Background: an optimization exercise with open tools, aiming at small area and a short achievable clock period. Do not read the settings as production practice. Where RTL was checked, it was by simulation tests only, not by an equivalence proof against the original. For runs 1 to 4, only the layout was checked, not whether the RTL still works. Power and IR drop assume default switching activity.

==> flow/design.v <==
module alu_pre(instruction, regA, regB, p, g, sh, sl, sr, fctl, beq);
input  [31:0] instruction, regA, regB;
output [31:0] p;           
output [31:0] g;           
output        sh;          
output        sl, sr;      
output [3:0]  fctl;        
output        beq;         
function [4:0] neg5(input [4:0] x);   
    neg5 = {x[4] ^ (|x[3:0]), x[3] ^ (|x[2:0]), x[2] ^ (|x[1:0]),
            x[1] ^ x[0], x[0]};
endfunction
wire [5:0] op = instruction[31:26];
wire [5:0] fn = instruction[5:0];
wire       rsz = (instruction[25:21] == 5'b0);
wire r = (op == 6'b000000);
wire r_add  = r & (fn == 6'b100000);
wire r_addu = r & (fn == 6'b100001);
wire r_sub  = r & (fn == 6'b100010);
wire r_subu = r & (fn == 6'b100011);
wire r_and  = r & (fn == 6'b100100);
wire r_or   = r & (fn == 6'b100101);
wire r_xor  = r & (fn == 6'b100110);
wire r_nor  = r & (fn == 6'b100111);
wire r_slt  = r & (fn == 6'b101010);
wire r_sltu = r & (fn == 6'b101011);
wire r_sll  = r & (fn == 6'b000000);
wire r_srl  = r & (fn == 6'b000010 || fn == 6'b000011);
wire r_sllv = r & (fn == 6'b000100);
wire r_srlv = r & (fn == 6'b000110 || fn == 6'b000111);
wire i_addi  = (op == 6'b001000);
wire i_addiu = (op == 6'b001001);
wire i_andi  = (op == 6'b001100);
wire i_ori   = (op == 6'b001101);
wire i_xori  = (op == 6'b001110);
wire i_beq   = (op == 6'b000100) | (op == 6'b000101);
wire i_slti  = (op == 6'b001010);
wire i_sltiu = (op == 6'b001011);
wire i_mem   = (op == 6'b100011) | (op == 6'b101011);
wire sub   = r_sub | r_subu | r_slt | r_sltu | i_beq | i_slti | i_sltiu;
wire add   = r_add | r_addu | i_addi | i_addiu | i_mem;
wire simm  = i_addi | i_slti | i_mem;
wire l_and = r_and | i_andi;
wire l_or  = r_or | i_ori;
wire l_xor = r_xor | i_xori;
wire shl   = r_sll | r_sllv;
wire shr   = r_srl | r_srlv;
wire shc   = r_sll | r_srl;
wire [31:0] imm = {{16{simm & instruction[15]}}, instruction[15:0]};
wire        rr = r | i_beq;                     
wire [31:0] u = (rr | rsz) ? regA : regB;
wire [31:0] v = rr ? regB : imm;
wire       big   = rsz ? (|regA[31:5]) : (|regB[31:5]);
wire       shz   = (r_sllv | r_srlv) & big;       
wire [3:0] fp = ({4{add}}   & 4'b0110) | ({4{sub}}   & 4'b1001)
              | ({4{l_and}} & 4'b1000) | ({4{l_or}}  & 4'b1110)
              | ({4{l_xor}} & 4'b0110) | ({4{r_nor}} & 4'b0001)
              | ({4{shl | shr}} & 4'b1010);
wire [3:0] fg = ({4{add}} & 4'b1000) | ({4{sub}} & 4'b0100);
wire [3:0] fp0 = sub ? 4'b0110 : fp;
wire [3:0] fg0 = sub ? 4'b1101 : fg;
wire       sw = rr & ~rsz;
wire [3:0] tp = sw ? {fp[3], fp[1], fp[2], fp[0]} : fp;
wire [3:0] tg = sw ? {fg[3], fg[1], fg[2], fg[0]} : fg;
wire [3:0] tp0 = sw ? {fp0[3], fp0[1], fp0[2], fp0[0]} : fp0;
wire [3:0] tg0 = sw ? {fg0[3], fg0[1], fg0[2], fg0[0]} : fg0;
wire [4:0] sh_c = shl ? instruction[10:6] : neg5(instruction[10:6]);
wire [4:0] sh_a = shc ? sh_c : shl ? regA[4:0] : neg5(regA[4:0]);
wire [4:0] sh_b = shc ? sh_c : shl ? regB[4:0] : neg5(regB[4:0]);
wire [4:0] ra   = rsz ? sh_a : sh_b;
genvar i;
generate for (i = 0; i < 32; i = i + 1) begin : bt
    if (i == 0) begin : z
        assign p[i] = tp0[{u[i], v[i]}];
        assign g[i] = tg0[{u[i], v[i]}];
    end else if (i >= 27) begin : a
        assign p[i] = tp[{u[i], v[i]}];
        assign g[i] = (shl | shr) ? ra[i-27] : tg[{u[i], v[i]}];
    end else begin : n
        assign p[i] = tp[{u[i], v[i]}];
        assign g[i] = tg[{u[i], v[i]}];
    end
end endgenerate
assign sh = shl | shr;
wire       sz = (ra == 5'd0);
assign sl = (shl | (shr & sz)) & ~shz;
assign sr = shr & ~sz & ~shz;
wire ab31 = regA[31] ^ regB[31];
assign fctl = {(r_add & ~ab31) | (r_sub & ab31) | i_addi,
               i_addi ? instruction[15] : (rsz ? regA[31] : regB[31]),
               r_slt | i_slti, r_sltu | i_sltiu};
assign beq = i_beq;
endmodule
module alu(p, g, sh, sl, sr, fctl, beq, result, flags);
input  [31:0] p, g;
input         sh, sl, sr;
input  [3:0]  fctl;
input         beq;
output [31:0] result;
output [2:0]  flags;
wire [31:0] gg [0:5];
wire [31:0] pp [0:5];
assign gg[0] = g;
assign pp[0] = p;
genvar i, l;
generate for (l = 0; l < 5; l = l + 1) begin : lvl
    for (i = 0; i < 32; i = i + 1) begin : bt
        if (i >= (1 << l)) begin : m
            assign gg[l+1][i] = gg[l][i] | (pp[l][i] & gg[l][i - (1 << l)]);
            assign pp[l+1][i] = pp[l][i] & pp[l][i - (1 << l)];
        end else begin : k
            assign gg[l+1][i] = gg[l][i];
            assign pp[l+1][i] = pp[l][i];
        end
    end
end endgenerate
wire [32:0] c = {gg[5], 1'b0};           
wire [31:0] sum = p ^ c[31:0];
wire [4:0]  ra = g[31:27];
wire [63:0] w0 = {p & {32{sl}}, p & {32{sr}}};
wire [63:0] w1 = ra[4] ? {w0[47:0], 16'b0} : w0;
wire [63:0] w2 = ra[3] ? {w1[55:0], 8'b0} : w1;
wire [63:0] w3 = ra[2] ? {w2[59:0], 4'b0} : w2;
wire [63:0] w4 = ra[1] ? {w3[61:0], 2'b0} : w3;
wire [63:0] w5 = ra[0] ? {w4[62:0], 1'b0} : w4;
assign result = sh ? w5[63:32] : sum;
assign flags = {beq & (&p[31:1]) & ~p[0], (fctl[1] & sum[31]) | (fctl[0] & ~c[32]),
                fctl[3] & (c[31] ^ fctl[2])};
endmodule
module alu_top(clk, instruction, regA, regB, result, flags);
input clk;
input [31:0] instruction, regA, regB;
output [31:0] result;
output [2:0] flags;
wire [31:0] p_d, g_d;
wire        sh_d, sl_d, sr_d, beq_d;
wire [3:0]  fctl_d;
reg  [31:0] p_q, g_q;
reg         sh_q, sl_q, sr_q, beq_q;
reg  [3:0]  fctl_q;
reg  [31:0] result_q;
reg  [2:0]  flags_q;
wire [31:0] result_d;
wire [2:0]  flags_d;
alu_pre u_pre(.instruction(instruction), .regA(regA), .regB(regB),
              .p(p_d), .g(g_d), .sh(sh_d), .sl(sl_d), .sr(sr_d),
              .fctl(fctl_d), .beq(beq_d));
alu u_alu(.p(p_q), .g(g_q), .sh(sh_q), .sl(sl_q), .sr(sr_q),
          .fctl(fctl_q), .beq(beq_q), .result(result_d), .flags(flags_d));
always @(posedge clk) begin
    p_q <= p_d;
    g_q <= g_d;
    sh_q <= sh_d;
    sl_q <= sl_d;
    sr_q <= sr_d;
    fctl_q <= fctl_d;
    beq_q <= beq_d;
    result_q <= result_d;
    flags_q <= flags_d;
end
assign result = result_q;
assign flags = flags_q;
endmodule
==> flow/flow/run.sh <==
#!/bin/bash
# Standard ORFS layout, with plain buffers on the ports instead of the
# delay-cell buffers buffer_ports picks by default, and timing repair free
# to change a cell's footprint.
set -euo pipefail
bash standard.sh 'BUFFER_PORTS_ARGS=-buffer_cell sky130_fd_sc_hd__buf_1' MATCH_CELL_FOOTPRINT=0 finish > standard.log 2>&1
==> flow/standard.sh <==
#!/bin/bash
# synth_recipe.tcl (not shown) runs the flow's synth.tcl, then flattens the netlist and writes it again
# the make line also repeats each setting of config.mk as NAME=value (left out here)
make -C /OpenROAD-flow-scripts/flow DESIGN_CONFIG=/design/flow/config.mk WORK_HOME=/design/flow/orfs CLKGATE_MAP_FILE= SYNTH_SCRIPT=/design/flow/synth_recipe.tcl "${@:-finish}"
==> flow/config.mk <==
export PLATFORM = sky130hd
export DESIGN_NAME = alu_top
export DESIGN_NICKNAME = alu_top
export VERILOG_FILES = /design/flow/design.v
export SDC_FILE = /design/flow/constraint.sdc
export NUM_CORES = 4
export LEC_CHECK = 0
export ABC_AREA = 1
export CAP_MARGIN = 20
export CORE_MARGIN = 2
export CORE_UTILIZATION = 40
export SETUP_SLACK_MARGIN = 3.3
export SLEW_MARGIN = 20
export TNS_END_PERCENT = 5
==> flow/constraint.sdc <==
create_clock -name core_clock -period 6.0 [get_ports {clk}]
set_input_delay 1.2000 -clock core_clock [delete_from_list [all_inputs] [get_ports {clk}]]
set_output_delay 1.2000 -clock core_clock [all_outputs]
set_load 0.01 [all_outputs]
==> results of run 1 <==
[stage by stage]
stage / hold slack, ns / utilization, % / worst slack (ns)
after detailed placement: 0.4063 / 43.22 / 2.012
after global placement: 0.4154 / 43.22 / 2.139
after CTS: 0.4168 / 45.55 / 3.202
after floorplan: 0.4021 / - / 3.410
after global routing: 0.4742 / 46.97 / 3.166
final: 0.4156 / 46.97 / 3.275
[worst min-delay path, cell delays in order (launching register included)]
cell	delay, ns
dfxtp_1	0.30
nand2_1	0.05
nor2_1	0.03
[routing by layer]
metal	share of wire (%)	wire length [microns]	GRT usage, %
met3	6.6	2701	2.349
met5	0	0	0
met4	6.1	2496	15.97
met2	45	18490	49.19
met1	42	17460	39.88
[area by class of cell]
cell class,instances,area share [%]
clock inverters,6,0.5023
clock buffers,9,1.966
flip-flops and latches,107,18.71
well taps,324,3.538
inverters,193,6.563
repair buffers,171,7.568
multi-input cells,1404,61.16
[layout by cell type, fill, tap and decap left out, types with 40 or more instances in the layout]
| cell | n |
|---|---|
| nor2_1 | 110 |
| a21oi_1 | 81 |
| nand2_1 | 514 |
| o21ai_1 | 85 |
| inv_1 | 177 |
| o211ai_1 | 40 |
| o21ai_0 | 99 |
| nand3_1 | 279 |
| dfxtp_1 | 106 |
| buf_1 | 121 |
[final timing paths]
| path | from | end | slack (ns) | cells after the start |
|---|---|---|---|---|
| setup reg to reg | sl_q | result_q[31] | 3.39 | 10 |
| hold reg to reg | fctl_q[3] | flags_q[0] | 0.42 | 2 |
| hold / removal | fctl_q[3] | flags_q[0] | 0.42 | 2 |
| setup / recovery | instruction[26] | p_q[21] | 3.27 | 14 |
[report_power, final]
part / internal [mW] / switching [mW] / total (mW)
sequential: 0.783 / 0.0732 / 0.856
combinational: 0.196 / 0.409 / 0.605
clock: 0.290 / 0.309 / 0.599
[registers in the layout (all words and copies together), names as in the netlist]
name and flops:
sh_q 1, p_q 32, g_q 32, result_q 32, sl_q 1, beq_q 1
sr_q 1, fctl_q 4, flags_q 3
[cells by family after synthesis]
logic type | count (synthesis) | synth area share, %
flops | 107 | 21.44
buf+inv | 281 | 11.51
fa+ha+maj | 7 | 0.8766
compound gates | 381 | 21.64
simple gates | 1004 | 44.10
xor+xnor | 5 | 0.4383
[timing repair]
action                                  in CTS  in global routing
setup buffers                               13                 20
hold endpoints to repair                     0                  0
endpoints found under the setup margin      67                 98
resized for setup                           27                 43
hold buffers                                 0                  0
pin swaps                                   11                 11
gates cloned                                 4                  3
==> out/results.ini, run 1 <==
[final_layout]
fillCellCount = 2706
syn2layout_area_growth_pct = 14.68
n_antenna_cell = 0
final_cells = 2214
fin_area_sq_um = 11460
drive_gt1_share_pct = 8.360
multi_input_area_sq_um = 7007
nNetsFinal = 1990
final-seq-area_sq_um = 2143

[hold_path]
hold_class = register to register

[placed_design]
portBuffers = 126
dp_hpwl_microns = 30830
placed_area_sq_um = 10540
dp_cells = 2159
gp_congestion = 0.9746

[global_routing]
antenna_found_initial = 0
grt.total_usage_pct = 30.18
grt_pass1_wl_microns = 61690
gr-total-overflow = 0
grt_start_max_net_pins = 48
grt_pass1_vias = 11090

[die]
die_height_microns = 162.0
core_area_sq_um = 24390
io_pins = 132
initial_core_util_pct = 40.96
die_w_microns = 162.0
rows = 57
dieArea_sq_um = 26260

[sta]
period_needed_ns = 2.725
setup_viol = 0
finalClockSkew_ns = 0.01899
hold_viol = 0
tns_ns = 0
rsz0062_at_grt = yes
fmax_ghz = 0.3669
maxSlewViolCount = 0
slew_headroom_pct = 36.45
min_period_over_period_pct = 45.42
tightest_slew_ns = 0.9433

[logic_synthesis]
syn_area_sq_um = 9991
yosys_warnings = 3
synth_nets = 1889
synth_cell_types = 48
synth.avg_cell_area_sq_um = 5.597
yosys-top-cells-area = dfxtp_1 (21%), nand2_1 (19%), nand3_1 (14%), inv_1 (6.7%), o21ai_0 (5.2%)
synth_top_cell_area_share_pct = 21.44
seq_area_frac_synth_pct = 21.44
yosys.area.top_type = dfxtp_1
synth_common_cells = nand2_1 (519), nand3_1 (284), inv_1 (178)
synthArstFlopShare_pct = 0
yosysMostFrequentCell = nand2_1
synth_ff_type = dfxtp_1
synth_cells = 1785
synth_edf_count = 0
synth-seq-cells = 107

[clocking]
cts_tree = done
clock_path_buffers = 2
cts.sinks = 107
cts_buffers = 9
clk_latency_ns = 0.38
htree_levels = 3
clk_pin_slew_ns = 0.07
clock-root-buffer = clkbuf_16

[setup_path]
cp_top_family = simple AND/OR/NAND/NOR gates
crit_path_end_kind = register
critPathMaxFanout = 16
startpoint_type = input port
crit_type = input port to register
worstPathRequired_ns = 6.30
critPathMaxStageDelay_ns = 0.25
path_buf_inv = 4
cp_cell_sequence = clkbuf_2, nor2_4, nand2_1, nor2_4, buf_6, nand4_1, nand3b_4, nor2_4, buf_12, nand2_8, inv_6, nand2_1, nand3_1, nand2_1
critPathArrivalTime_ns = 3.03
cp_slowest_cell = nor2_4

[drt]
drt_pre_antenna_iters = 8
viasPerCell = 5.657
wl_per_cell_microns = 18.58
drcViolationCount = 0
drt_iter0_drc = 1236
vias = 12530
totalWireLength_microns = 41140
antenna_left = 0

[pwr]
p_leak_nw = 5.248
powerDensity_nw_per_um2 = 179.8
total_power_mw = 2.060
peakVddDrop_v = 0.0001226

[job]
max-cap-violations = 0

[outcome]
outcome = complete, no violations

==> run 2: changes to the inputs <==
--- a/flow/config.mk
+++ b/flow/config.mk
@@ -9,5 +9,5 @@
 export CAP_MARGIN = 20
 export CORE_MARGIN = 2
-export CORE_UTILIZATION = 40
+export CORE_UTILIZATION = 50
 export SETUP_SLACK_MARGIN = 3.3
 export SLEW_MARGIN = 20
==> run 2 against run 1 <==
Net effect: die area decreased by 20%; critical path depth decreased by 1; sequential share of layout area decreased by 0.12 points; setup slack improved by 0.0020 ns; still clean; highest routed layer unchanged; sequential cell count unchanged; design area increased by 0.63%; first-iteration DRC count increased by 21%; register-to-register slack about the same.
==> out/results.ini, run 2 <==
[global_routing]
grt_pass1_wl_microns = 60240  ; -2.3%
grt.total_usage_pct = 35.68  ; +5.5 points
grt_pass1_vias = 11330  ; +2.2%
gr-total-overflow = 0  ; unchanged
antenna_found_initial = 0  ; unchanged
grt_start_max_net_pins = 48  ; unchanged

[die]
rows = 51  ; -11%
die_w_microns = 145.4  ; -10%
die_height_microns = 145.4  ; -10%
initial_core_util_pct = 51.17  ; +10 points
core_area_sq_um = 19530  ; -20%
dieArea_sq_um = 21130  ; -20%
io_pins = 132  ; unchanged

[setup_path]
r2r_start = sl_q
crit_path_end_kind = register
worst_path_most_repeated_cell = nor2_4
reg2reg_depth = 11  ; +1
cp_cell_sequence = clkbuf_4, nor2_4, inv_2, nor2_4, buf_6, nand4_1, nand3b_4, nor2_4, buf_12, buf_4, nand2_4, o21ai_0, o21ai_1
crit_type = input port to register
startpoint_type = input port
timing.rr.end = result_q[31]
critPathMaxFanout = 7  ; -9
path_buf_inv = 5  ; +1
r2r_slack_ns = 3.40  ; about the same
cp_top_family = simple AND/OR/NAND/NOR gates
worstPathRequired_ns = 6.26  ; -0.04 ns
critPathMaxStageDelay_ns = 0.26  ; about the same
critPathArrivalTime_ns = 2.99  ; -0.04 ns
cp_slowest_cell = nor2_4

[sta]
rsz0062_at_grt = yes
min_period_over_period_pct = 45.39  ; about the same
slew_headroom_pct = 25.12  ; -11 points
hold-worst-slack_ns = 0.4235  ; +0.007905 ns
tightest_slew_ns = 1.122  ; +0.1786 ns
fmax_ghz = 0.3672  ; about the same
setup_viol = 0  ; unchanged
tns_ns = 0  ; unchanged
maxSlewViolCount = 0  ; unchanged
finalClockSkew_ns = 0.009985  ; -0.009001 ns
period_needed_ns = 2.723  ; -0.001980 ns
hold_viol = 0  ; unchanged

[final_layout]
fillCellCount = 2050  ; -24%
final_cells = 2167  ; -2.1%
final_util_pct = 59.05  ; +12 points
nNetsFinal = 2001  ; +0.55%
n_antenna_cell = 0  ; unchanged
syn2layout_area_growth_pct = 15.40
mostFrequentLayoutCells = nand2_1 (511), nand3_1 (279), inv_1 (174), buf_1 (121), nor2_1 (109)
drive_gt1_share_pct = 9.359  ; +1.0 points
largestRegisters = g_q: 32 flops, p_q: 32 flops, result_q: 32 flops
final_common_cell = nand2_1

[logic_synthesis]
yosys-top-cells-area = dfxtp_1 (21%), nand2_1 (19%), nand3_1 (14%), inv_1 (6.7%), o21ai_0 (5.2%)
seq_area_frac_synth_pct = 21.44  ; unchanged
synth-seq-cells = 107  ; unchanged
synth_cell_types = 48  ; unchanged
synth_common_cells = nand2_1 (519), nand3_1 (284), inv_1 (178)
yosys.area.top_type = dfxtp_1
synthArstFlopShare_pct = 0  ; unchanged
syn_area_sq_um = 9991  ; unchanged
synth_edf_count = 0  ; unchanged
yosysMostFrequentCell = nand2_1
synth_top_cell_area_share_pct = 21.44  ; unchanged
synth.avg_cell_area_sq_um = 5.597  ; unchanged
synth_nets = 1889  ; unchanged
synth_ff_type = dfxtp_1
synth_cells = 1785  ; unchanged
yosys_warnings = 3  ; unchanged

[drt]
drcViolationCount = 0  ; unchanged
viasPerCell = 5.948  ; +5.1%
drt_iter0_drc = 1495  ; +21%
antenna_left = 0  ; unchanged
totalWireLength_microns = 40220  ; -2.2%
vias = 12890  ; +2.9%
wl_per_cell_microns = 18.56  ; -0.12%
drt_pre_antenna_iters = 6  ; -2

[clocking]
cts.sinks = 107  ; unchanged
clock_path_buffers = 2  ; unchanged
cts_tree = done
htree_levels = 3  ; unchanged
hold_buffers = 0  ; unchanged
clk_pin_slew_ns = 0.07  ; about the same
clock-root-buffer = clkbuf_16
clk_latency_ns = 0.36  ; -0.02 ns
cts_buffers = 9  ; unchanged

[pwr]
peakVddDrop_v = 0.0001783  ; +45%
powerDensity_nw_per_um2 = 177.9  ; -1.0%
p_leak_nw = 5.298  ; +0.96%

[placed_design]
dp_hpwl_microns = 29420  ; -4.6%
portBuffers = 126  ; unchanged
gp_congestion = 0.9872  ; +1.3%
dp_cells = 2098  ; -2.8%

[outcome]
outcome = complete, no violations

[job]
max-cap-violations = 0  ; unchanged

[hold_path]
whs_path_depth = 2  ; unchanged
min-delay-start = fctl_q[3]
hold_end = flags_q[0]
hold_class = register to register

[run 2: cell types whose count changed in the layout (fill, tap and decap cells not counted), moves of 2 or more]
cell	delta
inv_6	+3
inv_1	-3
clkinv_4	-2
nand2_1	-3
buf_6	+2
buf_4	+8
clkbuf_2	-4
clkinv_8	+2
clkinvlp_4	+3
nand2_2	+2
[run 2: what timing repair did]
item                                    in CTS  in global routing
endpoints found under the setup margin      69                100
pin swaps                                   13                 12
resized for setup                           29                 61
cloned                                       5                  6
buffers inserted                            21                 21
[run 2: power breakdown]
group | internal (mW) | total [mW] | switching, mW | leakage, nW
clock | 0.293 | 0.578 | 0.285 | 0.145
sequential | 0.783 | 0.854 | 0.0712 | 0.883
combinational | 0.200 | 0.620 | 0.420 | 4.27
[run 2: kinds of logic after synthesis]
family                   share of synthesized area, %
flip-flops                                      21.44
adder cells (fa/ha/maj)                        0.8766
XOR/XNOR                                       0.4383
AND/OR/NAND/NOR                                 44.10
AO/OA/AOI/OAI                                   21.64
buffers and inverters                           11.51
[run 2: stage by stage]
step	cell area (sq um)	setup WS [ns]	total power, mW
final	11530	3.277	2.052
after global routing	11530	3.182	2.153
after CTS	11120	3.248	2.020
after detailed placement	10450	2.039	1.429
after global placement	10450	2.059	1.420
after floorplan	9991	3.410	1.227
[run 2: worst max-delay path by stage]
stage / cells past startpoint / to / from / slack (ns)
finish: 13 / p_q[28] / instruction[28] / 3.28
global route: 13 / p_q[0] / instruction[28] / 3.18
CTS: 10 / result_q[31] / g_q[30] / 3.25
detailed placement: 11 / g_q[16] / instruction[31] / 2.04
global placement: 11 / g_q[23] / instruction[31] / 2.06
floorplan: 10 / sr_q / instruction[24] / 3.41
[run 2: layout make-up]
cell class | instances | area (sq um) | area share (%)
multi-input cells | 1405 | 7029 | 60.97
inverters | 193 | 769.5 | 6.674
well taps | 265 | 331.6 | 2.876
flip-flops and latches | 107 | 2143 | 18.59
clock buffers | 9 | 225.2 | 1.953
clock inverters | 7 | 67.56 | 0.5860
repair inverters | 3 | 21.27 | 0.1845
repair buffers | 178 | 942.2 | 8.171
[run 2: worst register-to-register path: cells and delay by family (launching register included)]
kind	cells	cell delay (ns)
buffers and inverters	1	0.12
AOI/OAI and AO/OA	2	0.33
DFF	1	0.70
and+or+nand+nor	8	1.39
[run 2: metal layers]
metal	routed length, microns	part of all wire, %	GRT usage (%)
met3	3336	8.3	3.480
met4	2652	6.6	19.51
met1	16140	40	46.02
met2	18090	45	58.91
met5	0	0	0
==> run 3: changes to the inputs <==
--- a/flow/config.mk
+++ b/flow/config.mk
@@ -9,6 +9,6 @@
 export CAP_MARGIN = 20
 export CORE_MARGIN = 2
-export CORE_UTILIZATION = 50
+export CORE_UTILIZATION = 40
 export SETUP_SLACK_MARGIN = 3.3
 export SLEW_MARGIN = 20
-export TNS_END_PERCENT = 5
+export TNS_END_PERCENT = 0
==> run 3 against run 2 <==
Net effect: still clean on timing, DRC and antenna; die area is 24% higher; global-route usage is 5.7 points lower; count of clock-buffer cells in the layout stayed put; design area is 0.69% lower; sequential share of layout area is 0.13 points higher; largest power group unchanged.
==> out/results.ini, run 3 <==
[setup_path]
cp_cell_sequence = buf_1, inv_1, nand2_1, nand4_1, nor2_4, clkbuf_2, nand2_1, nor2_1, nor2_1, nand3_1, nor2b_1
startpoint_type = input port
critPathMaxStageDelay_ns = 0.26  ; about the same
reg2reg_depth = 11  ; unchanged
crit_type = input port to register
cp_slowest_cell = nor2_4
worstPathRequired_ns = 6.27  ; about the same
critPathMaxFanout = 6  ; -1
critPathArrivalTime_ns = 3.03  ; +0.04 ns
r2r_start = sl_q
startpoint = instruction[1]
crit_path_end_kind = register

[global_routing]
grt_pass1_wl_microns = 61320  ; +1.8%
antenna_found_initial = 0  ; unchanged
grt_start_max_net_pins = 48  ; unchanged
grt.total_usage_pct = 29.99  ; -5.7 points
grt_pass1_vias = 11010  ; -2.9%
gr-total-overflow = 0  ; unchanged

[final_layout]
fillCellCount = 2714  ; +32%
syn2layout_area_growth_pct = 14.60
final_util_pct = 46.94  ; -12 points
mostFrequentLayoutCells = nand2_1 (514), nand3_1 (281), inv_1 (177), buf_1 (123), nor2_1 (110)
final_common_cell = nand2_1
largestRegisters = g_q: 32 flops, p_q: 32 flops, result_q: 32 flops
nNetsFinal = 1991  ; -0.50%
drive_gt1_share_pct = 8.302  ; -1.1 points
n_antenna_cell = 0  ; unchanged
fin_area_sq_um = 11450  ; -0.69%

[sta]
hold_viol = 0  ; unchanged
setup_viol = 0  ; unchanged
finalClockSkew_ns = 0.01470  ; +0.004713 ns
tightest_slew_ns = 0.9562  ; -0.1657 ns
tns_ns = 0  ; unchanged
maxSlewViolCount = 0  ; unchanged
fmax_ghz = 0.3624  ; -1.3%
period_needed_ns = 2.760  ; +0.03636 ns
rsz0062_at_grt = yes
slew_headroom_pct = 35.58  ; +10 points
min_period_over_period_pct = 46.00  ; +0.61 points

[die]
core_area_sq_um = 24390  ; +25%
io_pins = 132  ; unchanged
initial_core_util_pct = 40.96  ; -10 points
die_w_microns = 162.0  ; +11%
die_height_microns = 162.0  ; +11%
rows = 57  ; +12%
dieArea_sq_um = 26260  ; +24%

[logic_synthesis]
synth_common_cells = nand2_1 (519), nand3_1 (284), inv_1 (178)
yosys-top-cells-area = dfxtp_1 (21%), nand2_1 (19%), nand3_1 (14%), inv_1 (6.7%), o21ai_0 (5.2%)
yosys_warnings = 3  ; unchanged
synth_cells = 1785  ; unchanged
synth_top_cell_area_share_pct = 21.44  ; unchanged
synth_ff_type = dfxtp_1
synth.avg_cell_area_sq_um = 5.597  ; unchanged
syn_area_sq_um = 9991  ; unchanged
synth_nets = 1889  ; unchanged
yosysMostFrequentCell = nand2_1
seq_area_frac_synth_pct = 21.44  ; unchanged
synth_cell_types = 48  ; unchanged
synth-seq-cells = 107  ; unchanged
synthArstFlopShare_pct = 0  ; unchanged
yosys.area.top_type = dfxtp_1
synth_edf_count = 0  ; unchanged

[drt]
wl_per_cell_microns = 18.60  ; +0.20%
totalWireLength_microns = 41190  ; +2.4%
drt_iter0_drc = 1265  ; -15%
viasPerCell = 5.677  ; -4.6%
drt_pre_antenna_iters = 6  ; unchanged
vias = 12570  ; -2.4%
antenna_left = 0  ; unchanged
drcViolationCount = 0  ; unchanged

[pwr]
p_leak_nw = 5.252  ; -0.87%
total_power_mw = 2.060  ; +0.43%
powerDensity_nw_per_um2 = 180.0  ; +1.1%
peakVddDrop_v = 0.0001224  ; -31%

[clocking]
cts.sinks = 107  ; unchanged
htree_levels = 3  ; unchanged
clk_latency_ns = 0.37  ; about the same
cts_buffers = 9  ; unchanged
cts_tree = done
hold_buffers = 0  ; unchanged
clock-root-buffer = clkbuf_16
clk_pin_slew_ns = 0.07  ; about the same
clock_path_buffers = 2  ; unchanged

[hold_path]
hold_class = register to register
min-delay-start = fctl_q[3]
whs_path_depth = 2  ; unchanged

[placed_design]
placed_area_sq_um = 10540  ; +0.85%
gp_congestion = 0.9746  ; -1.3%
dp_hpwl_microns = 30830  ; +4.8%
portBuffers = 126  ; unchanged

[job]
max-cap-violations = 0  ; unchanged

[outcome]
outcome = complete, no violations

[run 3: cell counts after synthesis]
No cell type changed its count.
[run 3: per-stage QoR]
| step | instances | hold slack (ns) | setup slack (ns) |
|---|---|---|---|
| finish | 2215 | 0.4156 | 3.240 |
| global route | 2215 | 0.4742 | 3.169 |
| floorplan | 1785 | 0.4021 | 3.410 |
| detailed placement | 2159 | 0.4063 | 2.012 |
| CTS | 2188 | 0.4168 | 3.197 |
| global placement | 2159 | 0.4154 | 2.139 |
[run 3: layout make-up]
type	instances	area (sq um)	share of cell area [%]
Tap cell	324	405.4	3.541
Clock buffer	9	225.2	1.967
Clock inverter	6	57.56	0.5027
Inverter	193	752.0	6.568
Timing Repair Buffer	172	884.6	7.726
Multi-Input combinational cell	1404	6982	60.98
Sequential cell	107	2143	18.72
[run 3: logic make-up after synthesis]
family                     count (synthesis)  synth area share [%]
AOI/OAI and AO/OA                        381                 21.64
xor gates and xnor gates                   5                0.4383
adders and majority gates                  7                0.8766
buffers and inverters                    281                 11.51
DFF                                      107                 21.44
and+or+nand+nor                         1004                 44.10
[run 3: timing repair]
item,CTS,global route
gates resized for setup,22,47
pin swaps,10,13
gates cloned,3,4
setup buffers,11,23
endpoints found under the setup margin,67,98
[run 3: path summary, 6_finish.rpt]
kind / slack [ns] / endpoint
setup / recovery: 3.24 / sr_q
hold / removal: 0.42 / flags_q[0]
setup reg to reg: 3.42 / result_q[31]
hold reg to reg: 0.42 / flags_q[0]
[run 3: per-layer routing]
| metal | GRT usage, % | vias up | share of wire (%) | routed length, microns |
|---|---|---|---|---|
| met5 | 0 | - | 0 | 0 |
| met4 | 15.21 | 0 | 5.2 | 2162 |
| met3 | 2.324 | 122 | 6.4 | 2623 |
| met2 | 49.03 | 636 | 45 | 18650 |
| met1 | 39.76 | 5629 | 43 | 17760 |
| li1 | - | 6187 | - | - |
[run 3: worst max-delay path, delay by kind of cell]
| family | cells | cell delay [ns] |
|---|---|---|
| and+or+nand+nor | 8 | 1.21 |
| buffers and inverters | 3 | 0.61 |
[run 3: power by group]
| part | internal, mW | switching, mW |
|---|---|---|
| registers | 0.783 | 0.0729 |
| logic | 0.196 | 0.411 |
| clock network | 0.290 | 0.309 |
| total | 1.27 | 0.792 |
==> run 4: changes to the inputs <==
--- a/flow/config.mk
+++ b/flow/config.mk
@@ -10,5 +10,5 @@
 export CORE_MARGIN = 2
 export CORE_UTILIZATION = 40
-export SETUP_SLACK_MARGIN = 3.3
+export SETUP_SLACK_MARGIN = 3.4
 export SLEW_MARGIN = 20
-export TNS_END_PERCENT = 0
+export TNS_END_PERCENT = 5
==> run 4 against run 3 <==
Net effect: combinational power increased by 3%; first-iteration DRC count increased by 2.1%; design area increased by 2.4%; global-route usage increased by 0.32 points; highest routed layer unchanged.
==> out/results.ini, run 4 <==
[logic_synthesis]
syn_area_sq_um = 9991  ; unchanged
synth.avg_cell_area_sq_um = 5.597  ; unchanged
synthArstFlopShare_pct = 0  ; unchanged
yosys-top-cells-area = dfxtp_1 (21%), nand2_1 (19%), nand3_1 (14%), inv_1 (6.7%), o21ai_0 (5.2%)
synth_ff_type = dfxtp_1
synth_top_cell_area_share_pct = 21.44  ; unchanged
synth_edf_count = 0  ; unchanged
synth_nets = 1889  ; unchanged
yosysMostFrequentCell = nand2_1
synth_common_cells = nand2_1 (519), nand3_1 (284), inv_1 (178)
seq_area_frac_synth_pct = 21.44  ; unchanged
synth-seq-cells = 107  ; unchanged
synth_cell_types = 48  ; unchanged
yosys_warnings = 3  ; unchanged
yosys.area.top_type = dfxtp_1
synth_cells = 1785  ; unchanged

[final_layout]
syn2layout_area_growth_pct = 17.33
largestRegisters = g_q: 32 flops, p_q: 32 flops, result_q: 32 flops
final-seq-area_sq_um = 2143  ; unchanged
final_util_pct = 48.06  ; +1.1 points
drive_gt1_share_pct = 10.51  ; +2.2 points
n_antenna_cell = 0  ; unchanged
final_cells = 2227  ; +0.54%
final_common_cell = nand2_1
nNetsFinal = 2003  ; +0.60%
mostFrequentLayoutCells = nand2_1 (512), nand3_1 (279), inv_1 (177), buf_1 (120), nor2_1 (108)
fillCellCount = 2651  ; -2.3%
multi_input_area_sq_um = 7138  ; +2.2%
fin_area_sq_um = 11720  ; +2.4%

[placed_design]
place_ws_ns = 2.012  ; unchanged
portBuffers = 126  ; unchanged
dp_cells = 2159  ; unchanged
placed_area_sq_um = 10540  ; unchanged
gp_congestion = 0.9746  ; unchanged
dp_hpwl_microns = 30830  ; unchanged

[clocking]
htree_levels = 3  ; unchanged
clock_path_buffers = 2  ; unchanged
clk_latency_ns = 0.38  ; about the same
hold_buffers = 0  ; unchanged
cts.sinks = 107  ; unchanged
cts_buffers = 9  ; unchanged
cts_tree = done
clock-root-buffer = clkbuf_16
clk_pin_slew_ns = 0.07  ; about the same

[setup_path]
reg2reg_depth = 11  ; unchanged
worstPathRequired_ns = 6.28  ; about the same
critPathArrivalTime_ns = 3.03  ; about the same
crit_path_end_kind = register
crit_type = input port to register
timing.rr.end = result_q[15]
startpoint_type = input port
r2r_slack_ns = 3.45  ; +0.03 ns
critPathMaxFanout = 6  ; unchanged
r2r_start = g_q[31]

[drt]
drt_pre_antenna_iters = 6  ; unchanged
vias = 12630  ; +0.45%
drt_iter0_drc = 1292  ; +2.1%
totalWireLength_microns = 41560  ; +0.88%
antenna_left = 0  ; unchanged
drcViolationCount = 0  ; unchanged
wl_per_cell_microns = 18.66  ; +0.34%
viasPerCell = 5.671  ; about the same

[sta]
fmax_ghz = 0.3646  ; +0.62%
setup_viol = 0  ; unchanged
period_needed_ns = 2.743  ; -0.01691 ns
finalClockSkew_ns = 0.01769  ; +0.002988 ns
tns_ns = 0  ; unchanged
min_period_over_period_pct = 45.71  ; -0.28 points
slew_headroom_pct = 34.12  ; -1.5 points
rsz0062_at_grt = yes
fin_ws_ns = 3.257  ; +0.01691 ns
hold_viol = 0  ; unchanged
maxSlewViolCount = 0  ; unchanged
tightest_slew_ns = 0.9779  ; +0.02172 ns

[die]
initial_core_util_pct = 40.96  ; unchanged
die_w_microns = 162.0  ; unchanged
rows = 57  ; unchanged
die_height_microns = 162.0  ; unchanged
dieArea_sq_um = 26260  ; unchanged
core_area_sq_um = 24390  ; unchanged
io_pins = 132  ; unchanged

[hold_path]
whs_path_depth = 2  ; unchanged
hold_class = register to register
min-delay-start = fctl_q[3]
hold_end = flags_q[0]

[pwr]
p_leak_nw = 5.363  ; +2.1%
peakVddDrop_v = 0.0001213  ; -0.85%
powerDensity_nw_per_um2 = 177.1  ; -1.6%

[job]
max-cap-violations = 0  ; unchanged

[outcome]
outcome = complete, no violations

[global_routing]
grt_start_max_net_pins = 48  ; unchanged
gr-total-overflow = 0  ; unchanged
grt.total_usage_pct = 30.31  ; +0.32 points
grt_pass1_vias = 11140  ; +1.2%
grt_pass1_wl_microns = 61960  ; +1.0%
antenna_found_initial = 0  ; unchanged

[run 4: cell counts after synthesis]
Identical to the previous run, type by type.
[run 4: cell families (layout without fill, tap and decap cells)]
kind of cell / after synthesis / after routing / synth area share (%)
AOI/OAI and AO/OA: 381 / 381 / 21.64
xor gates and xnor gates: 5 / 5 / 0.4383
adders and majority gates: 7 / 7 / 0.8766
buffers and inverters: 281 / 390 / 11.51
DFF: 107 / 107 / 21.44
and+or+nand+nor: 1004 / 1013 / 44.10
[run 4: power breakdown]
group / total [mW] / switching, mW / leakage, nW / internal (mW)
Combinational: 0.622 / 0.419 / 4.34 / 0.203
Clock: 0.598 / 0.309 / 0.140 / 0.290
Sequential: 0.856 / 0.0728 / 0.883 / 0.783
[run 4: area by class of cell]
type | count | area share [%]
multi-input combinational | 1406 | 60.89
inverter | 193 | 6.522
clock buffer | 9 | 1.921
timing repair buffer | 181 | 8.357
tap | 324 | 3.458
timing repair inverter | 1 | 0.07471
clock inverter | 6 | 0.4910
sequential | 107 | 18.28
[run 4: worst max-delay path by stage]
stage	startpoint	slack, ns	to	cells past startpoint
global route	instruction[27]	3.19	sl_q	12
floorplan	instruction[24]	3.41	sr_q	10
global placement	instruction[31]	2.14	g_q[20]	11
CTS	instruction[26]	3.26	p_q[20]	14
detailed placement	instruction[31]	2.01	g_q[20]	11
finish	instruction[27]	3.26	sr_q	12
[run 4: stage by stage]
stage	hold WS (ns)	total power, mW
6_report	0.4153	2.076
5_1_grt	0.4742	2.184
4_1_cts	0.4168	2.040
3_5_place_dp	0.4063	1.433
3_3_place_gp	0.4154	1.425
2_1_floorplan	0.4021	1.227
[run 4: what timing repair did]
item	in CTS	in global routing
cloned	4	6
pin swaps	15	17
gates resized for setup	33	76
setup endpoints to repair	72	99
buffers inserted	19	24
[run 4: worst max-delay path, cell delays in order]
cell      delay (ns)
clkbuf_2        0.13
nor2_4          0.18
buf_4           0.15
buf_4           0.10
nand4_1         0.22
nor2_4          0.27
clkbuf_2        0.20
nand2_1         0.06
nor2_1          0.14
nor2_1          0.07
nand3_1         0.10
nor2b_2         0.20
[run 4: layer usage]
layer	vias up	wire, microns	track usage, %
li1	6210	-	-
met1	5685	17930	39.93
met2	605	18660	49.50
met3	130	2463	2.349
met4	0	2506	16.17
met5	-	0	0
==> run 5: changes to the inputs <==
--- a/flow/design.v
+++ b/flow/design.v
@@ -51,6 +51,4 @@
 wire [31:0] u = (rr | rsz) ? regA : regB;
 wire [31:0] v = rr ? regB : imm;
-wire       big   = rsz ? (|regA[31:5]) : (|regB[31:5]);
-wire       shz   = (r_sllv | r_srlv) & big;       
 wire [3:0] fp = ({4{add}}   & 4'b0110) | ({4{sub}}   & 4'b1001)
               | ({4{l_and}} & 4'b1000) | ({4{l_or}}  & 4'b1110)
@@ -83,7 +81,15 @@
 end endgenerate
 assign sh = shl | shr;
-wire       sz = (ra == 5'd0);
-assign sl = (shl | (shr & sz)) & ~shz;
-assign sr = shr & ~sz & ~shz;
+wire       szc = (instruction[10:6] == 5'd0);
+wire       sza = shc ? szc : (regA[4:0] == 5'd0);
+wire       szb = shc ? szc : (regB[4:0] == 5'd0);
+wire       zva = (r_sllv | r_srlv) & (|regA[31:5]);
+wire       zvb = (r_sllv | r_srlv) & (|regB[31:5]);
+wire       sla = (shl | (shr & sza)) & ~zva;
+wire       slb = (shl | (shr & szb)) & ~zvb;
+wire       sra = shr & ~sza & ~zva;
+wire       srb = shr & ~szb & ~zvb;
+assign sl = rsz ? sla : slb;
+assign sr = rsz ? sra : srb;
 wire ab31 = regA[31] ^ regB[31];
 assign fctl = {(r_add & ~ab31) | (r_sub & ab31) | i_addi,
--- a/flow/config.mk
+++ b/flow/config.mk
@@ -6,9 +6,8 @@
 export NUM_CORES = 4
 export LEC_CHECK = 0
-export ABC_AREA = 1
 export CAP_MARGIN = 20
 export CORE_MARGIN = 2
 export CORE_UTILIZATION = 40
-export SETUP_SLACK_MARGIN = 3.4
+export SETUP_SLACK_MARGIN = 3.0
 export SLEW_MARGIN = 20
 export TNS_END_PERCENT = 5
==> run 5 against run 4 <==
Net effect: register-to-register slack got worse by 0.38 ns; design area fell by 6.9%; largest cell class unchanged; highest routed layer unchanged; count of clock-buffer cells in the layout rose by 1.
==> out/results.ini, run 5 <==
[outcome]
outcome = complete, no violations

[logic_synthesis]
yosys_warnings = 3  ; unchanged
synth_cell_types = 82  ; +71%
synth.avg_cell_area_sq_um = 7.920  ; +41%
synth_ff_type = dfxtp_1
seq_area_frac_synth_pct = 23.16  ; +1.7 points
synth-seq-cells = 107  ; unchanged
synth_edf_count = 0  ; unchanged
syn_area_sq_um = 9250  ; -7.4%
synth_nets = 1275  ; -33%
yosysMostFrequentCell = mux2i_1
synthArstFlopShare_pct = 0  ; unchanged
yosys.area.top_type = dfxtp_1
synth_top_cell_area_share_pct = 23.16  ; +1.7 points
yosys-top-cells-area = dfxtp_1 (23%), mux2i_1 (17%), a21oi_1 (4.2%), nand2_1 (3.9%), nor2_1 (3.2%)
synth_cells = 1168  ; -35%
synth_common_cells = mux2i_1 (155), dfxtp_1 (107), nand2_1 (95)

[final_layout]
fillCellCount = 2199  ; -17%
final_common_cell = mux2i_1
fin_area_sq_um = 10920  ; -6.9%
largestRegisters = g_q: 32 flops, p_q: 32 flops, result_q: 32 flops
nNetsFinal = 1362  ; -32%
n_antenna_cell = 0  ; unchanged
syn2layout_area_growth_pct = 18.04
drive_gt1_share_pct = 13.73  ; +3.2 points
mostFrequentLayoutCells = mux2i_1 (137), buf_1 (120), dfxtp_1 (104), nand2_1 (93), a21oi_1 (76)
final_util_pct = 48.23  ; +0.17 points

[die]
dieArea_sq_um = 24360  ; -7.2%
rows = 55  ; -3.5%
core_area_sq_um = 22640  ; -7.2%
die_height_microns = 156.1  ; -3.7%
die_w_microns = 156.1  ; -3.7%
io_pins = 132  ; unchanged
initial_core_util_pct = 40.86  ; -0.10 points

[sta]
finalClockSkew_ns = 0.01613  ; -0.001557 ns
hold-worst-slack_ns = 0.4685  ; +0.05320 ns
rsz0062_at_grt = yes
fmax_ghz = 0.3090  ; -15%
tns_ns = 0  ; unchanged
maxSlewViolCount = 0  ; unchanged
period_needed_ns = 3.236  ; +0.4933 ns
setup_viol = 0  ; unchanged
slew_headroom_pct = 33.64  ; -0.48 points
min_period_over_period_pct = 53.94  ; +8.2 points
tightest_slew_ns = 0.9864  ; +0.008459 ns
hold_viol = 0  ; unchanged

[pwr]
total_power_mw = 1.891  ; -8.9%
p_leak_nw = 4.055  ; -24%
powerDensity_nw_per_um2 = 173.2  ; -2.2%
peakVddDrop_v = 0.0001171  ; -3.5%

[drt]
viasPerCell = 6.195  ; +9.2%
drt_iter0_drc = 1045  ; -19%
drcViolationCount = 0  ; unchanged
wl_met1_microns = 14830  ; -17%
dr_wl_met2_microns = 14800  ; -21%
wl_per_cell_microns = 21.25  ; +14%
antenna_left = 0  ; unchanged
route.met3.wl_microns = 2230  ; -9.5%
dr.max_layer_used = met4
vias = 9572  ; -24%
drt_pre_antenna_iters = 5  ; -1
totalWireLength_microns = 32830  ; -21%

[setup_path]
startpoint_type = input port
worstPathRequired_ns = 6.27  ; about the same
crit_type = input port to register
critPathMaxFanout = 7  ; +1
critPathArrivalTime_ns = 3.51  ; +0.48 ns
crit_path_end_kind = register

[hold_path]
hold_class = register to register

[global_routing]
grt_pass1_vias = 8473  ; -24%
grt.total_usage_pct = 26.05  ; -4.3 points
antenna_found_initial = 0  ; unchanged
gr-total-overflow = 0  ; unchanged
grt_start_max_net_pins = 71  ; +48%
grt_pass1_wl_microns = 49300  ; -20%

[placed_design]
portBuffers = 126  ; unchanged
dp_hpwl_microns = 23840  ; -23%
gp_congestion = 0.9397  ; -3.6%
placed_area_sq_um = 9923  ; -5.9%

[clocking]
cts_buffers = 9  ; unchanged
htree_levels = 3  ; unchanged
cts_tree = done
cts.sinks = 107  ; unchanged
clock_path_buffers = 2  ; unchanged
clk_latency_ns = 0.37  ; about the same
clk_pin_slew_ns = 0.08  ; about the same
clock-root-buffer = clkbuf_16
hold_buffers = 0  ; unchanged

[job]
max-cap-violations = 0  ; unchanged

-- run 5: changes by cell type after synthesis, sizes merged, moves of 23 or more --
cell,before,now
nand2,528,97
o211ai,40,15
mux2i,0,165
nand3,287,20
nor2,122,82
o21ai,200,98
inv,191,47
nor3,5,28
mux2,0,34
o32ai,0,25
-- run 5: through the flow --
stage,std cells,setup WS [ns]
5_1_grt,1545,2.734
4_1_cts,1529,2.756
3_5_place_dp,1495,1.793
6_report,1545,2.764
2_1_floorplan,1168,2.829
3_3_place_gp,1495,1.787
-- run 5: path summary, 6_finish.rpt --
check | from | end | slack, ns | depth (start not counted)
max | instruction[31] | p_q[3] | 2.76 | 11
max reg2reg | sr_q | result_q[24] | 3.07 | 8
min reg2reg | fctl_q[3] | flags_q[0] | 0.47 | 1
min | fctl_q[3] | flags_q[0] | 0.47 | 1
-- run 5: logic make-up (layout without fill, tap and decap cells) --
logic type                 count (synthesis)  after routing  synth area share (%)
AOI/OAI and AO/OA                        360            360                 25.63
muxes                                    204            204                 23.62
and+or+nand+nor                          310            310                 16.58
adders and majority gates                 10             10                 1.353
xor gates and xnor gates                  32             32                 3.030
DFF                                      107            107                 23.16
buffers and inverters                    145            237                 6.628
-- run 5: power breakdown --
group          switching, mW  leakage, nW  total (mW)  internal (mW)
Sequential            0.0545        0.874       0.804          0.750
Clock                  0.286        0.164       0.667          0.381
Combinational          0.248         3.02       0.419          0.172
Total                  0.588         4.05        1.89           1.30
-- run 5: worst max-delay path, stage by stage --
cell and delay [ns]:
buf_8 0.10, or4_4 0.59, or3_4 0.36, o31a_1 0.29, buf_12 0.14, o211a_4 0.15
o21ai_4 0.07, buf_12 0.16, buf_8 0.14, mux2i_1 0.07, mux2i_1 0.23
-- run 5: final cells by class --
cell class	instances	area, sq um	share of cell area, %
Clock buffer	10	239.0	2.189
Clock inverter	6	91.34	0.8365
Inverter	47	176.4	1.616
Multi-Input combinational cell	916	6870	62.92
Sequential cell	107	2146	19.65
Tap cell	285	356.6	3.266
Timing Repair Buffer	174	1040	9.522
-- run 5: what timing repair did --
| action | CTS | global route |
|---|---|---|
| buffers inserted | 13 | 13 |
| hold endpoints to repair | 0 | 0 |
| cloned | 5 | 3 |
| pin swaps | 7 | 10 |
| resized for setup | 48 | 34 |
| setup endpoints to repair | 66 | 96 |
-- run 5: routing by layer --
metal,up-vias,global-route usage (%)
li1,4548,-
met1,4513,37.25
met2,446,40.50
met3,65,3.278
met4,0,8.694
met5,-,0
==> run 6: changes to the inputs <==
--- a/flow/config.mk
+++ b/flow/config.mk
@@ -6,8 +6,9 @@
 export NUM_CORES = 4
 export LEC_CHECK = 0
+export ABC_AREA = 1
 export CAP_MARGIN = 20
 export CORE_MARGIN = 2
 export CORE_UTILIZATION = 40
-export SETUP_SLACK_MARGIN = 3.0
+export SETUP_SLACK_MARGIN = 3.5
 export SLEW_MARGIN = 20
 export TNS_END_PERCENT = 5
==> run 6 against run 5 <==
Net effect: still clean on timing, DRC and antenna; power increased by 15%; global-route usage rose by 5.6 points; hold slack worse by 0.048 ns; final cell count grew 52%; highest routed layer is now met5; area after synthesis grew 13%; design area up 13%; fmax is 24% higher; critical endpoint is now p_q[20]; utilization shrank 0.60 points.
==> out/results.ini, run 6 <==
[outcome]
outcome = complete, no violations

[setup_path]
critPathArrivalTime_ns = 2.87  ; -0.64 ns
startpoint_type = input port
cp_cell_sequence = clkbuf_2, nor2_4, buf_4, nand3_1, nor2_1, nor2_4, nand2_4, o21ai_1, inv_2, nand3_1, nand3_1, nand2_1
critPathMaxFanout = 8  ; +1
cp_top_family = simple AND/OR/NAND/NOR gates
worstPathRequired_ns = 6.26  ; about the same
worst_path_most_repeated_cell = nand3_1
cp_slowest_cell = nor2_1
crit_path_end_kind = register
crit_type = input port to register
path_buf_inv = 3  ; -1
critPathMaxStageDelay_ns = 0.23  ; -0.36 ns

[hold_path]
hold_class = register to register

[sta]
hold_viol = 0  ; unchanged
finalClockSkew_ns = 0.01315  ; -0.002983 ns
tns_ns = 0  ; unchanged
maxSlewViolCount = 0  ; unchanged
rsz0062_at_grt = yes
fin_ws_ns = 3.392  ; +0.6284 ns
setup_viol = 0  ; unchanged
tightest_slew_ns = 0.7272  ; -0.2592 ns
fmax_ghz = 0.3835  ; +24%
period_needed_ns = 2.608  ; -0.6284 ns
min_period_over_period_pct = 43.46  ; -10 points
slew_headroom_pct = 51.01  ; +17 points

[clocking]
clk_pin_slew_ns = 0.08  ; about the same
clk_latency_ns = 0.37  ; about the same
hold_buffers = 0  ; unchanged
cts.sinks = 107  ; unchanged
htree_levels = 3  ; unchanged
clock_path_buffers = 2  ; unchanged
cts_buffers = 9  ; unchanged
clock-root-buffer = clkbuf_16
cts_tree = done

[pwr]
total_power_mw = 2.175  ; +15%
internal_power_mw = 1.328  ; +2.0%
p_leak_nw = 5.822  ; +44%
p_seq_share_pct = 39.8  ; -2.7 points
peakVddDrop_v = 0.0001359  ; +16%
switching_share_pct = 38.91  ; +7.8 points
switchingPower_mw = 0.8461  ; +44%
clockPowerShare_pct = 29.9  ; -5.4 points
comb_power_share_pct = 30.3  ; +8.1 points
powerDensity_nw_per_um2 = 176.7  ; +2.0%

[placed_design]
dp_hpwl_microns = 32780  ; +38%
place_ws_ns = 2.274  ; +0.4811 ns
portBuffers = 126  ; unchanged
gp_congestion = 0.9638  ; +2.6%

[drt]
viasPerCell = 5.856  ; -5.5%
vias = 13760  ; +44%
drt_iter0_drc = 1553  ; +49%
antenna_left = 0  ; unchanged
drt_pre_antenna_iters = 6  ; +1
wl_per_cell_microns = 19.27  ; -9.3%
totalWireLength_microns = 45300  ; +38%
drcViolationCount = 0  ; unchanged

[logic_synthesis]
seq_area_frac_synth_pct = 20.50  ; -2.7 points
synth_common_cells = nand2_1 (565), nand3_1 (453), inv_1 (198)
synthArstFlopShare_pct = 0  ; unchanged
syn_area_sq_um = 10450  ; +13%
yosys-top-cells-area = nand3_1 (22%), dfxtp_1 (21%), nand2_1 (20%), inv_1 (7.1%), o211ai_1 (4.7%)
yosysMostFrequentCell = nand2_1
synth.avg_cell_area_sq_um = 5.470  ; -31%
synth_edf_count = 0  ; unchanged
synth_cells = 1910  ; +64%
synth_nets = 2017  ; +58%
yosys.area.top_type = nand3_1
synth_cell_types = 37  ; -55%
synth_ff_type = dfxtp_1
synth_top_cell_area_share_pct = 21.70  ; -1.5 points
yosys_warnings = 3  ; unchanged
synth-seq-cells = 107  ; unchanged

[global_routing]
grt.total_usage_pct = 31.67  ; +5.6 points
antenna_found_initial = 1  ; +1
gr-total-overflow = 0  ; unchanged
grt_pass1_wl_microns = 69000  ; +40%
grt_pass1_vias = 12510  ; +48%
grt_start_max_net_pins = 42  ; -41%

[die]
io_pins = 132  ; unchanged
core_area_sq_um = 25840  ; +14%
initial_core_util_pct = 40.44  ; -0.42 points
die_height_microns = 165.6  ; +6.1%
die_w_microns = 165.6  ; +6.1%
rows = 59  ; +7.3%
dieArea_sq_um = 27430  ; +13%

[job]
max-cap-violations = 0  ; unchanged

[final_layout]
final_common_cell = nand2_1
mostFrequentLayoutCells = nand2_1 (555), nand3_1 (450), inv_1 (196), buf_1 (120), dfxtp_1 (105)
final_util_pct = 47.63  ; -0.60 points
n_antenna_cell = 0  ; unchanged
drive_gt1_share_pct = 8.933  ; -4.8 points
largestRegisters = g_q: 32 flops, p_q: 32 flops, result_q: 32 flops
fillCellCount = 2823  ; +28%
nNetsFinal = 2117  ; +55%
syn2layout_area_growth_pct = 17.78

run 6: cell count changes after synthesis, sizes merged, moves of 40 or more:
cell / delta
mux2i: -165
o211ai: +50
nand3: +437
inv: +163
nand2: +477
o21ai: +40
run 6: layer usage:
metal | up-vias | wire [microns] | track usage (%)
met5 | - | 16 | 0
met4 | 2 | 2708 | 16.67
met3 | 159 | 3578 | 3.632
met2 | 776 | 20450 | 51.85
met1 | 6243 | 18550 | 41.02
li1 | 6581 | - | -
run 6: cells by family after synthesis:
kind of cell	Yosys count	synth area share [%]
compound gates	289	15.75
xor+xnor	3	0.2515
fa+ha+maj	10	1.198
buf+inv	307	11.92
flops	107	20.50
simple gates	1194	50.38
run 6: layout make-up:
cell class / count / area (sq um) / share of cell area, %
multi-input combinational: 1503 / 7498 / 60.94
sequential: 107 / 2147 / 17.45
timing repair buffer: 175 / 1080 / 8.775
inverter: 214 / 839.6 / 6.823
tap: 335 / 419.2 / 3.406
clock buffer: 9 / 225.2 / 1.830
clock inverter: 7 / 96.34 / 0.7829
run 6: final timing paths:
path                   start           end  slack, ns  cells after the start
max          instruction[30]       p_q[20]       3.39                     12
min reg2reg        fctl_q[3]    flags_q[0]       0.42                      2
max reg2reg          g_q[29]  result_q[31]       3.59                      9
min                fctl_q[3]    flags_q[0]       0.42                      2
run 6: repair_timing:
item | in CTS | in global routing
buffers inserted | 23 | 7
gates resized for setup | 80 | 36
setup endpoints to repair | 97 | 99
pin swaps | 20 | 3
cloned | 11 | 1
run 6: per-stage QoR:
step | cells | cell area [sq um] | hold WS (ns)
after floorplan | 1910 | 10480 | 0.4021
after detailed placement | 2292 | 11030 | 0.4115
after global placement | 2292 | 11030 | 0.4096
final | 2350 | 12310 | 0.4201
after CTS | 2342 | 12110 | 0.4215
after global routing | 2350 | 12310 | 0.4479
run 6: worst register-to-register path, cell delays in order (launching register included):
cell     delay, ns
dfxtp_1       0.30
buf_4         0.26
inv_2         0.56
o21ai_0       0.25
a21oi_1       0.16
nand2_1       0.06
a21oi_1       0.18
nand3_1       0.26
nand3_1       0.18
nand2_1       0.09
run 6: power groups by stage:
stage / logic [mW] / registers [mW] / clock network (mW)
floorplan: 0.390 / 0.855 / 0
global placement: 0.589 / 0.881 / 0
detailed placement: 0.597 / 0.880 / 0
CTS: 0.631 / 0.863 / 0.662
global route: 0.723 / 0.871 / 0.693
finish: 0.659 / 0.866 / 0.650
==> run 7: changes to the inputs <==
--- a/flow/config.mk
+++ b/flow/config.mk
@@ -10,5 +10,5 @@
 export CORE_MARGIN = 2
 export CORE_UTILIZATION = 40
-export SETUP_SLACK_MARGIN = 3.5
+export SETUP_SLACK_MARGIN = 2.8
 export SLEW_MARGIN = 20
 export TNS_END_PERCENT = 5
==> run 7 against run 6 <==
Net effect: sequential power decreased by 0.5%; global-route usage shrank 2.8 points; highest routed layer is now met4; routed wire length decreased by 10%; first-iteration DRC count is 1.2% higher; non-clock buffer count shrank 32; sequential share of layout area grew 1.4 points; power is 1.5% lower; die area did not move; final cell count is 1.7% lower.
==> out/results.ini, run 7 <==
[outcome]
outcome = complete, no violations

[sta]
maxSlewViolCount = 0  ; unchanged
tns_ns = 0  ; unchanged
rsz0062_at_grt = yes
tightest_slew_ns = 0.8148  ; +0.08755 ns
finalClockSkew_ns = 0.01708  ; +0.003932 ns
min_period_over_period_pct = 52.57  ; +9.1 points
fin_ws_ns = 2.846  ; -0.5467 ns
fmax_ghz = 0.3170  ; -17%
period_needed_ns = 3.154  ; +0.5467 ns
slew_headroom_pct = 45.48  ; -5.5 points
hold_viol = 0  ; unchanged
setup_viol = 0  ; unchanged

[placed_design]
dp_hpwl_microns = 31480  ; -4.0%
gp_congestion = 1.012  ; +5.0%
portBuffers = 126  ; unchanged
place_ws_ns = 2.177  ; -0.09755 ns

[clocking]
clk_pin_slew_ns = 0.07  ; about the same
hold_buffers = 0  ; unchanged
cts.sinks = 107  ; unchanged
clock_path_buffers = 2  ; unchanged
htree_levels = 3  ; unchanged
clock-root-buffer = clkbuf_16
clk_latency_ns = 0.37  ; about the same
cts_buffers = 9  ; unchanged
cts_tree = done

[logic_synthesis]
synthSimpleGateAreaFrac_pct = 50.38  ; unchanged
synth_common_cells = nand2_1 (565), nand3_1 (453), inv_1 (198)
yosys.area.top_type = nand3_1
synthAdderAreaFrac_pct = 1.198  ; unchanged
synth-seq-cells = 107  ; unchanged
synthArstFlopShare_pct = 0  ; unchanged
yosys-top-cells-area = nand3_1 (22%), dfxtp_1 (21%), nand2_1 (20%), inv_1 (7.1%), o211ai_1 (4.7%)
yosys_warnings = 3  ; unchanged
synth_cell_types = 37  ; unchanged
syn_area_sq_um = 10450  ; unchanged
synth_ff_type = dfxtp_1
synth_compound_area_share_pct = 15.75  ; unchanged
synth_cells = 1910  ; unchanged
synth_nets = 2017  ; unchanged
synthMuxAreaShare_pct = 0  ; unchanged
seq_area_frac_synth_pct = 20.50  ; unchanged
synth_xor_area_share_pct = 0.2515  ; unchanged
synth_top_cell_area_share_pct = 21.70  ; unchanged
synth.avg_cell_area_sq_um = 5.470  ; unchanged
synth_edf_count = 0  ; unchanged
synth_top_family_by_area = simple AND/OR/NAND/NOR gates
yosysMostFrequentCell = nand2_1

[die]
io_pins = 132  ; unchanged
initial_core_util_pct = 40.44  ; unchanged
die_w_microns = 165.6  ; unchanged
core_area_sq_um = 25840  ; unchanged
rows = 59  ; unchanged
dieArea_sq_um = 27430  ; unchanged
die_height_microns = 165.6  ; unchanged

[drt]
drcViolationCount = 0  ; unchanged
antenna_left = 0  ; unchanged
totalWireLength_microns = 40550  ; -10%
drt_iter0_drc = 1572  ; +1.2%
wl_per_cell_microns = 17.55  ; -8.9%
drt_pre_antenna_iters = 8  ; +2
viasPerCell = 5.651  ; -3.5%
vias = 13050  ; -5.1%

[setup_path]
cp_cell_sequence = buf_1, nor2_1, nand2_1, nor2_2, nand2_2, nand3_2, inv_2, nand3b_1, nand2_1, nand2_1, nand2_1, nand2_1
critPathMaxStageDelay_ns = 0.37  ; +0.14 ns
startpoint_type = input port
worstPathRequired_ns = 6.31  ; +0.05 ns
cp_top_family = simple AND/OR/NAND/NOR gates
worst_path_most_repeated_cell = nand2_1
path_buf_inv = 2  ; -1
cp_slowest_cell = nor2_2
crit_type = input port to register
critPathArrivalTime_ns = 3.46  ; +0.59 ns
crit_path_end_kind = register
critPathMaxFanout = 31  ; +23

[pwr]
p_leak_nw = 5.433  ; -6.7%
peakVddDrop_v = 0.0001220  ; -10%
powerDensity_nw_per_um2 = 188.2  ; +6.5%

[hold_path]
hold_class = register to register

[final_layout]
fillCellCount = 2944  ; +4.3%
final_common_cell = nand2_1
largestRegisters = g_q: 32 flops, p_q: 32 flops, result_q: 32 flops
multi_input_area_sq_um = 7091  ; -5.4%
mostFrequentLayoutCells = nand2_1 (565), nand3_1 (453), inv_1 (198), buf_1 (126), nor2_1 (110)
nNetsFinal = 2078  ; -1.8%
drive_gt1_share_pct = 3.696  ; -5.2 points
final-seq-area_sq_um = 2142  ; -0.23%
n_antenna_cell = 0  ; unchanged
syn2layout_area_growth_pct = 8.946

[global_routing]
grt_pass1_wl_microns = 63740  ; -7.6%
grt_start_max_net_pins = 65  ; +55%
grt_pass1_vias = 11930  ; -4.6%
gr-total-overflow = 0  ; unchanged
grt.total_usage_pct = 28.85  ; -2.8 points
antenna_found_initial = 0  ; -1

[job]
max-cap-violations = 0  ; unchanged

run 7: final timing paths:
check,startpoint,to,slack [ns],cells after the start
min,fctl_q[3],flags_q[0],0.43,2
max reg2reg,g_q[31],result_q[19],2.98,10
min reg2reg,fctl_q[3],flags_q[0],0.43,2
max,instruction[26],p_q[1],2.85,12
run 7: where the power goes:
part	leakage, nW	internal, mW	switching (mW)
clock network	0.156	0.371	0.302
registers	0.883	0.783	0.0792
logic	4.39	0.187	0.421
run 7: logic make-up after synthesis:
logic type	after synthesis
adders and majority gates	10
xor gates and xnor gates	3
and+or+nand+nor	1194
DFF	107
buffers and inverters	307
AOI/OAI and AO/OA	289
run 7: worst min-delay path: cells and delay by family, from the launching register on:
kind,cells,cell delay (ns)
flops,1,0.30
simple gates,2,0.09
run 7: layout make-up:
class / count / area share, %
repair buffers: 143 / 5.276
clock inverters: 6 / 0.8684
well taps: 335 / 3.683
flip-flops and latches: 107 / 18.82
clock buffers: 9 / 1.979
multi-input cells: 1496 / 62.30
inverters: 214 / 7.079
run 7: routing by layer:
metal / vias to the layer above / global-route usage, % / share of wire, %
met5: - / 0 / 0
met3: 125 / 4.158 / 7.7
met1: 5819 / 38.93 / 44
met4: 0 / 15.43 / 5.7
met2: 628 / 44.52 / 43
li1: 6481 / - / -
run 7: metrics by stage:
step                total power, mW  hold WS [ns]  area, sq um  utilization (%)  cells
floorplan                     1.243        0.4021        10450                -   1910
global placement              1.460        0.4055        11010            42.61   2292
detailed placement            1.469        0.4275        11010            42.61   2292
CTS                           2.138        0.4368        11340            43.88   2307
global route                  2.253        0.4534        11380            44.05   2310
finish                        2.143        0.4292        11380            44.05   2310
run 7: timing repair:
item / CTS / global route
endpoints found under the setup margin: 19 / 65
pin swaps: 0 / 1
resized for setup: 2 / 3
setup buffers: 0 / 3
==> run 8: changes to the inputs <==
--- a/flow/config.mk
+++ b/flow/config.mk
@@ -10,5 +10,5 @@
 export CORE_MARGIN = 2
 export CORE_UTILIZATION = 40
-export SETUP_SLACK_MARGIN = 2.8
+export SETUP_SLACK_MARGIN = 3.3
 export SLEW_MARGIN = 20
 export TNS_END_PERCENT = 5
==> run 8 against run 7 <==
Net effect: sequential share of layout area shrank 0.75 points; clock skew shrank 0.00089 ns; design area grew 4.2%; final cell count grew 0.87%; synthesized cell count is the same; combinational power grew 4.3%; count of clock-buffer cells in the layout is the same; die area is the same; critical path type unchanged; largest cell class unchanged.
==> out/results.ini, run 8 <==
[drt]
drt_iter0_drc = 1654  ; +5.2%
totalWireLength_microns = 42490  ; +4.8%
vias = 13370  ; +2.4%
antenna_left = 0  ; unchanged
viasPerCell = 5.738  ; +1.5%
wl_per_cell_microns = 18.23  ; +3.9%

[sta]
hold_viol = 0  ; unchanged
maxSlewViolCount = 0  ; unchanged
period_needed_ns = 2.714  ; -0.4401 ns
min_period_over_period_pct = 45.24  ; -7.3 points
slew_headroom_pct = 53.08  ; +7.6 points
setup_viol = 0  ; unchanged
fmax_ghz = 0.3684  ; +16%
tns_ns = 0  ; unchanged
finalClockSkew_ns = 0.01619  ; -0.0008932 ns

[placed_design]
dp_cells = 2292  ; unchanged

[clocking]
cts_tree = done
htree_levels = 3  ; unchanged
clock-root-buffer = clkbuf_16
cts_buffers = 9  ; unchanged
hold_buffers = 0  ; unchanged

[die]
die_w_microns = 165.6  ; unchanged
die_height_microns = 165.6  ; unchanged
core_area_sq_um = 25840  ; unchanged

[outcome]
outcome = complete, no violations

[setup_path]
startpoint = instruction[28]
critPathMaxFanout = 6  ; -81%
crit_path_end_kind = register
r2r_start = g_q[31]
worstPathRequired_ns = 6.24  ; -0.07 ns
critPathArrivalTime_ns = 2.96  ; -0.50 ns
startpoint_type = input port
worst_path_most_repeated_cell = nand2_1
cp_cell_sequence = clkbuf_2, nor2_4, nand2_1, nor2_4, nand2_1, nand2_1, nor2_4, buf_4, nand2_1, o21ai_0, o21ai_0
critPathMaxStageDelay_ns = 0.29  ; -0.08 ns

[logic_synthesis]
seq_area_frac_synth_pct = 20.50  ; unchanged
synth_ff_type = dfxtp_1
synth.avg_cell_area_sq_um = 5.470  ; unchanged
synth-seq-cells = 107  ; unchanged
yosys_warnings = 3  ; unchanged
synth_cells = 1910  ; unchanged
yosys.area.top_type = nand3_1

[final_layout]
syn2layout_area_growth_pct = 13.51
largestRegisters = g_q: 32 flops, p_q: 32 flops, result_q: 32 flops
drive_gt1_share_pct = 5.915  ; +2.2 points

[pwr]
peakVddDrop_v = 0.0001232  ; +0.98%
p_leak_nw = 5.638  ; +3.8%

[global_routing]
grt_pass1_wl_microns = 64600  ; +1.4%
antenna_found_initial = 0  ; unchanged

[run 8: what timing repair did]
item | 4_1_cts | 5_1_grt
gates cloned | 2 | 4
gates resized for setup | 21 | 48
endpoints found under the setup margin | 96 | 98
buffers inserted | 3 | 14
pin swaps | 3 | 10
[run 8: how the worst min path moves through the flow]
stage / slack [ns] / end / start / depth (start not counted)
after floorplan: 0.40 / flags_q[0] / fctl_q[3] / 2
after global placement: 0.41 / flags_q[0] / fctl_q[3] / 2
after detailed placement: 0.43 / flags_q[0] / fctl_q[3] / 2
after CTS: 0.44 / flags_q[0] / fctl_q[3] / 2
after global routing: 0.45 / flags_q[0] / fctl_q[3] / 2
final: 0.43 / flags_q[0] / fctl_q[3] / 2
[run 8: where the power goes]
part	total [mW]	internal (mW)	switching [mW]
logic	0.634	0.199	0.435
registers	0.862	0.783	0.0797
clock network	0.675	0.371	0.305
[run 8: per-layer routing]
| layer | track usage (%) | up-vias | routed length, microns |
|---|---|---|---|
| met4 | 14.67 | 0 | 2337 |
| li1 | - | 6541 | - |
| met3 | 4.062 | 128 | 3312 |
| met5 | 0 | - | 0 |
| met1 | 39.29 | 6005 | 18230 |
| met2 | 45.90 | 696 | 18610 |
[run 8: stage by stage]
step / cell area (sq um) / utilization, % / power [mW]
after CTS: 11480 / 44.43 / 2.143
after detailed placement: 11010 / 42.61 / 1.469
after global routing: 11860 / 45.90 / 2.277
after floorplan: 10450 / - / 1.243
final: 11860 / 45.90 / 2.172
after global placement: 11010 / 42.61 / 1.460
[run 8: worst max-delay path: cells and delay by family]
kind                   cells  cell delay (ns)
AND/OR/NAND/NOR            7             1.09
AO/OA/AOI/OAI              2             0.35
buffers and inverters      2             0.31
[run 8: area by class of cell]
type	count	area, sq um
Fill cell	2892	13980
Clock inverter	6	98.84
Clock buffer	9	225.2
Inverter	214	820.8
Timing Repair Buffer	159	822.0
Tap cell	335	419.2
Sequential cell	107	2143
Multi-Input combinational cell	1500	7330
[run 8: cell families (layout without fill, tap and decap cells)]
logic type,count (synthesis),count (layout),share of synthesized area [%]
flops,107,107,20.50
simple gates,1194,1198,50.38
fa+ha+maj,10,10,1.198
buf+inv,307,388,11.92
xor+xnor,3,3,0.2515
compound gates,289,289,15.75

port drivers added, routing unchanged:
The flow's constraints put no driver on any port. The routed layouts listed below were extracted and timed again, unchanged, in two steps.
Step 1 sets driving cells, clkbuf_16 on the clock port and buf_2 on the other inputs (assumed; they add their load-dependent delay and slew).
Step 2, shift: input delay + t, output delay - t, t = (earliest + latest rising clock arrival at the registers) / 2. This alone moves slack from input paths to output paths.
Three values: ideal, step 1, step 2; two values: the first two.
| run | t (ns) | setup slack, ns |
|---|---|---|
| run 1 | 0.414 | 3.275 / 3.293 / 2.879 |
| run 2 | 0.394 | 3.277 / 3.296 / 2.902 |
| run 3 | 0.414 | 3.240 / 3.263 / 2.849 |
| run 4 | 0.413 | 3.257 / 3.278 / 2.865 |
| run 5 | 0.403 | 2.764 / 2.770 / 2.367 |
| run 6 | 0.411 | 3.392 / 3.422 / 3.011 |
| run 7 | 0.408 | 2.846 / 2.870 / 2.461 |
| run 8 | 0.412 | 3.286 / 3.311 / 2.899 |
After both steps every run listed still meets setup and hold.
